From an optimization exercise on the open Yosys and OpenROAD flow, aimed at small area; shortcuts taken in it are not production practice.
In this exercise RTL edits were held to simulation tests only and were not proved equivalent to the original.
No activity file was given, so power comes from the tool's default toggle rates.

==> flow/design.v (excerpt) <==
module calculator (input CLOCK_50,
                   input RESET,
                   input KEYPRESSED,
                   input [3:0] KEYCODE,
                   input [3:0] KEY,
                   output [0:6] HEX0, HEX1, HEX2, HEX3, HEX4, HEX5, HEX6, HEX7
                   );
==> flow/config.mk <==
export PLATFORM = sky130hd
export DESIGN_NAME = calculator
export DESIGN_NICKNAME = calculator
export VERILOG_FILES = /design/flow/design.v
export SDC_FILE = /design/flow/constraint.sdc
export NUM_CORES = 4
export LEC_CHECK = 0
export ABC_AREA = 1
export CAP_MARGIN = 20
export CORE_MARGIN = 2
export CORE_UTILIZATION = 40
export CTS_BUF_LIST = sky130_fd_sc_hd__clkbuf_8
export SLEW_MARGIN = 20
==> flow/constraint.sdc <==
create_clock -name core_clock -period 50.0 [get_ports {CLOCK_50}]
set_input_delay 10.0000 -clock core_clock [delete_from_list [all_inputs] [get_ports {CLOCK_50}]]
set_output_delay 10.0000 -clock core_clock [all_outputs]
set_load 0.01 [all_outputs]
standard.sh (not shown) runs the stock make flow with config.mk's settings and CLKGATE_MAP_FILE= SYNTH_SCRIPT=/design/flow/synth_recipe.tcl, a recipe that flattens the netlist after the stock synthesis.
==> flow/flow/run.sh <==
#!/bin/bash
# The standard layout (standard.sh), with two changes:
#  - synthesis maps the logic with an area-oriented ABC script (flow/abc_area.script)
#    instead of ORFS's; everything else in synthesis is unchanged, so the registers are
#    the standard synthesis's;
#  - synthesis leaves adders to ABC instead of mapping them to half/full adder cells
#    first (ADDER_MAP_FILE empty);
#  - the ports are buffered with the smallest buffer cell (buf_1).
set -euo pipefail
here=$(pwd)
rm -rf "$here/orfs_scripts"
cp -r "$FLOW_HOME/scripts" "$here/orfs_scripts"
cp "$here/flow/abc_area.script" "$here/orfs_scripts/abc_area.script"
export SCRIPTS_DIR="$here/orfs_scripts"
export ADDER_MAP_FILE=
export BUFFER_PORTS_ARGS="-buffer_cell sky130_fd_sc_hd__buf_1"
bash standard.sh > "$here/standard_flow.log" 2>&1
==> flow/flow/abc_area.script <==
strash
dch -f
amap
&get -n
&deepsyn -T 60
&put
dch -f
amap
topo
The first run finished with timing, DRC and antenna clean.
Rerun with:
--- a/flow/flow/run.sh
+++ b/flow/flow/run.sh
@@ -6,2 +5,0 @@
-#  - synthesis leaves adders to ABC instead of mapping them to half/full adder cells
-#    first (ADDER_MAP_FILE empty);
@@ -15 +12,0 @@
-export ADDER_MAP_FILE=
=>
- The changed run went through all stages and came out clean
- sequential power goes up by about 4%
- cell area goes up by 3.4%
- synthesized area goes up by 3.8%
- hold slack gains 10 ps
- power goes up by 20%
- wire length goes up by 0.79%
- worst setup slack loses 2000 ps
- clock-buffer cell count is unchanged

---

Setup of job 101:
calculator, a different RTL version from the one above (not shown whole).
Size: ~860 cells after synthesis, ~67 I/O pins, ~5900 µm² of cells after synthesis.
// calculator
module calculator (input CLOCK_50,
                   input RESET,
                   input KEYPRESSED,
                   input [3:0] KEYCODE,
                   input [3:0] KEY,
                   output [0:6] HEX0, HEX1, HEX2, HEX3, HEX4, HEX5, HEX6, HEX7
                   );
==> flow/config.mk <==
export PLATFORM = sky130hd
export DESIGN_NAME = calculator
export DESIGN_NICKNAME = calculator
export VERILOG_FILES = /design/flow/design.v
export SDC_FILE = /design/flow/constraint.sdc
export NUM_CORES = 4
export LEC_CHECK = 0
export ABC_AREA = 1
export CAP_MARGIN = 20
export CORE_MARGIN = 2
export CORE_UTILIZATION = 40
export CTS_BUF_LIST = sky130_fd_sc_hd__clkbuf_8
export SLEW_MARGIN = 20
==> flow/constraint.sdc <==
create_clock -name core_clock -period 50.0 [get_ports {CLOCK_50}]
set_input_delay 10.0000 -clock core_clock [delete_from_list [all_inputs] [get_ports {CLOCK_50}]]
set_output_delay 10.0000 -clock core_clock [all_outputs]
set_load 0.01 [all_outputs]
==> flow/flow/run.sh <==
#!/bin/bash
# The standard layout (standard.sh), with these changes:
#  - synthesis maps the logic with an area-oriented ABC script (flow/abc_area.script)
#    instead of ORFS's; everything else in synthesis is unchanged, so the registers are
#    the standard synthesis's;
#  - synthesis leaves adders to ABC instead of mapping them to half/full adder cells
#    first (ADDER_MAP_FILE empty);
#  - the ports are buffered with the smallest buffer cell (buf_1).
set -euo pipefail
here=$(pwd)
rm -rf "$here/orfs_scripts"
cp -r "$FLOW_HOME/scripts" "$here/orfs_scripts"
cp "$here/flow/abc_area.script" "$here/orfs_scripts/abc_area.script"
export SCRIPTS_DIR="$here/orfs_scripts"
export ADDER_MAP_FILE=
export BUFFER_PORTS_ARGS="-buffer_cell sky130_fd_sc_hd__buf_1"
bash standard.sh > "$here/standard_flow.log" 2>&1
==> flow/flow/abc_area.script <==
strash
dch -f
amap
&get -n
&deepsyn -T 150
&put
dch -f
amap
topo
Having completed the whole flow, job 101 delivered a layout that passed the timing, design-rule and antenna checks.
--- input diff job 101..job 102 ---
--- a/flow/flow/run.sh
+++ b/flow/flow/run.sh
@@ -7,3 +7,4 @@
 #    first (ADDER_MAP_FILE empty);
-#  - the ports are buffered with the smallest buffer cell (buf_1).
+#  - the ports are buffered with the smallest buffer cell (buf_1);
+#  - clock tree synthesis adds no dummy loads.
 set -euo pipefail
@@ -16,2 +17,3 @@
 export BUFFER_PORTS_ARGS="-buffer_cell sky130_fd_sc_hd__buf_1"
+export CTS_ARGS="-sink_clustering_enable -repair_clock_nets -buf_list sky130_fd_sc_hd__clkbuf_8 -dont_use_dummy_load"
 bash standard.sh > "$here/standard_flow.log" 2>&1
--- a/flow/config.mk
+++ b/flow/config.mk
@@ -12,2 +12,3 @@
 export CTS_BUF_LIST = sky130_fd_sc_hd__clkbuf_8
+export GPL_TIMING_DRIVEN = 0
 export SLEW_MARGIN = 20
### Flow results
Diff job 101..job 102 | clock input transition at the sequential cells of the worst setup and hold paths | negligible
There was hardly any difference in area used by multi-input combinational logic between job 102 and job 101.
Job 102 vs. job 101: worst slack at placement dropped 1.29 ns; non-clock buffer count decreased by 3 relative to the old numbers; initial antenna violation count barely changed.
Summary of the comparison: fraction of final layout cells sized beyond drive strength 1 is lower in job 102, relative to job 101.
In the flow results for job 101 and job 102, the total power is smaller on job 102.
Relative to job 101, the cell count measured on job 102 has decreased slightly.
Lower share of final layout cell area taken by clock buffers and inverters was reported by job 102, not job 101.
### job 102 -> job 103
--- a/flow/config.mk
+++ b/flow/config.mk
@@ -12,3 +12,2 @@
 export CTS_BUF_LIST = sky130_fd_sc_hd__clkbuf_8
-export GPL_TIMING_DRIVEN = 0
 export SLEW_MARGIN = 20
- Per the comparison of job 103 with job 102, count of state elements after synthesis saw little to no change, overall fraction of global-route tracks in use rose 0.33 points.
- Total number of vias of job 103 exceeds that of job 102 by a few percent.
- In job 103, cell depth of the worst setup path is higher than in job 102.
- Job 103 against job 102: internal power component saw an increase; number of cells produced by synthesis saw little to no change.

---

Another version of the RTL of calculator (not shown whole).
Size in the first run: about 850 cells after synthesis, about 91 flip-flops, roughly 67 I/O pins, roughly 5800 sq um of cells after synthesis.
==> flow/config.mk <==
export PLATFORM = sky130hd
export DESIGN_NAME = calculator
export DESIGN_NICKNAME = calculator
export VERILOG_FILES = /design/flow/design.v
export SDC_FILE = /design/flow/constraint.sdc
export NUM_CORES = 4
export LEC_CHECK = 0
export ABC_AREA = 1
export CAP_MARGIN = 20
export CORE_MARGIN = 2
export CORE_UTILIZATION = 40
export CTS_BUF_LIST = sky130_fd_sc_hd__clkbuf_8
export GPL_TIMING_DRIVEN = 0
export SLEW_MARGIN = 20
==> flow/constraint.sdc <==
create_clock -name core_clock -period 50.0 [get_ports {CLOCK_50}]
set_input_delay 10.0000 -clock core_clock [delete_from_list [all_inputs] [get_ports {CLOCK_50}]]
set_output_delay 10.0000 -clock core_clock [all_outputs]
set_load 0.01 [all_outputs]
==> flow/flow/run.sh <==
#!/bin/bash
# The standard layout (standard.sh), with these changes:
#  - synthesis maps the logic with an area-oriented ABC script (flow/abc_area.script)
#    instead of ORFS's; everything else in synthesis is unchanged, so the registers are
#    the standard synthesis's;
#  - synthesis leaves adders to ABC instead of mapping them to half/full adder cells
#    first (ADDER_MAP_FILE empty);
#  - the ports are buffered with the smallest buffer cell (buf_1);
#  - clock tree synthesis adds no dummy loads.
set -euo pipefail
here=$(pwd)
rm -rf "$here/orfs_scripts"
cp -r "$FLOW_HOME/scripts" "$here/orfs_scripts"
cp "$here/flow/abc_area.script" "$here/orfs_scripts/abc_area.script"
export SCRIPTS_DIR="$here/orfs_scripts"
export ADDER_MAP_FILE=
export BUFFER_PORTS_ARGS="-buffer_cell sky130_fd_sc_hd__buf_1"
export CTS_ARGS="-sink_clustering_enable -repair_clock_nets -buf_list sky130_fd_sc_hd__clkbuf_8 -dont_use_dummy_load"
bash standard.sh > "$here/standard_flow.log" 2>&1
==> flow/flow/abc_area.script <==
strash
dch -f
amap
&get -n
&deepsyn -I 4 -T 40
&put
dch -f
amap
topo
Rerun with:
==> flow/flow/abc_area.script (replaced) <==
strash
dch -f
amap
&get -n
&deepsyn -T 150
&put
dch -f
amap
topo
Final cell count climbs slightly; clock power barely changes; non-clock buffer count climbs by 1; global-route usage goes down by 1.4 points; routed wire length shrinks by a few percent; synthesized cell count rose slightly; setup slack is better by 810 ps.

-- afterwards: timing with drivers on the ports --
No port has a modelled driver above. Below, the same layouts with a new extraction and two added sets of constraints.
Step 1, drivers: a clkbuf_16 drives CLOCK_50 and a buf_2 each remaining input, both assumed.
Step 2 also shifts input and output timing later by t, the mid clock arrival at the registers, as if the neighbouring blocks saw the same clock.
a / b / c = ideal / step 1 / step 2; a / b = the first two.
run | t (ns) | setup WS [ns] | latest minus earliest clock arrival (ns) | worst data-port slew with drivers (ns)
the first run of note 1 | 0.423 | 30.270 / 30.283 / 29.860 | 0.013 / 0.014 | 0.03
the second run of note 1 | 0.423 | 28.230 / 28.240 / 27.817 | 0.008 / 0.008 | 0.04
job 101 | 0.420 | 29.752 / 29.765 / 29.345 | 0.020 / 0.020 | 0.03
job 102 | 0.408 | 28.470 / 28.479 / 28.070 | 0.030 / 0.031 | 0.03
job 103 | 0.407 | 29.732 / 29.744 / 29.337 | 0.040 / 0.040 | 0.03
the first run of note 3 | 0.417 | 27.950 / 27.963 / 27.546 | 0.017 / 0.018 | 0.03
the second run of note 3 | 0.413 | 28.756 / 28.770 / 28.357 | 0.040 / 0.041 | 0.05
After both steps setup and hold are still met in every run listed. The setup slack of the second run of note 1, which loses most, moves by +0.010 ns with the drivers and by -0.413 ns with both steps.
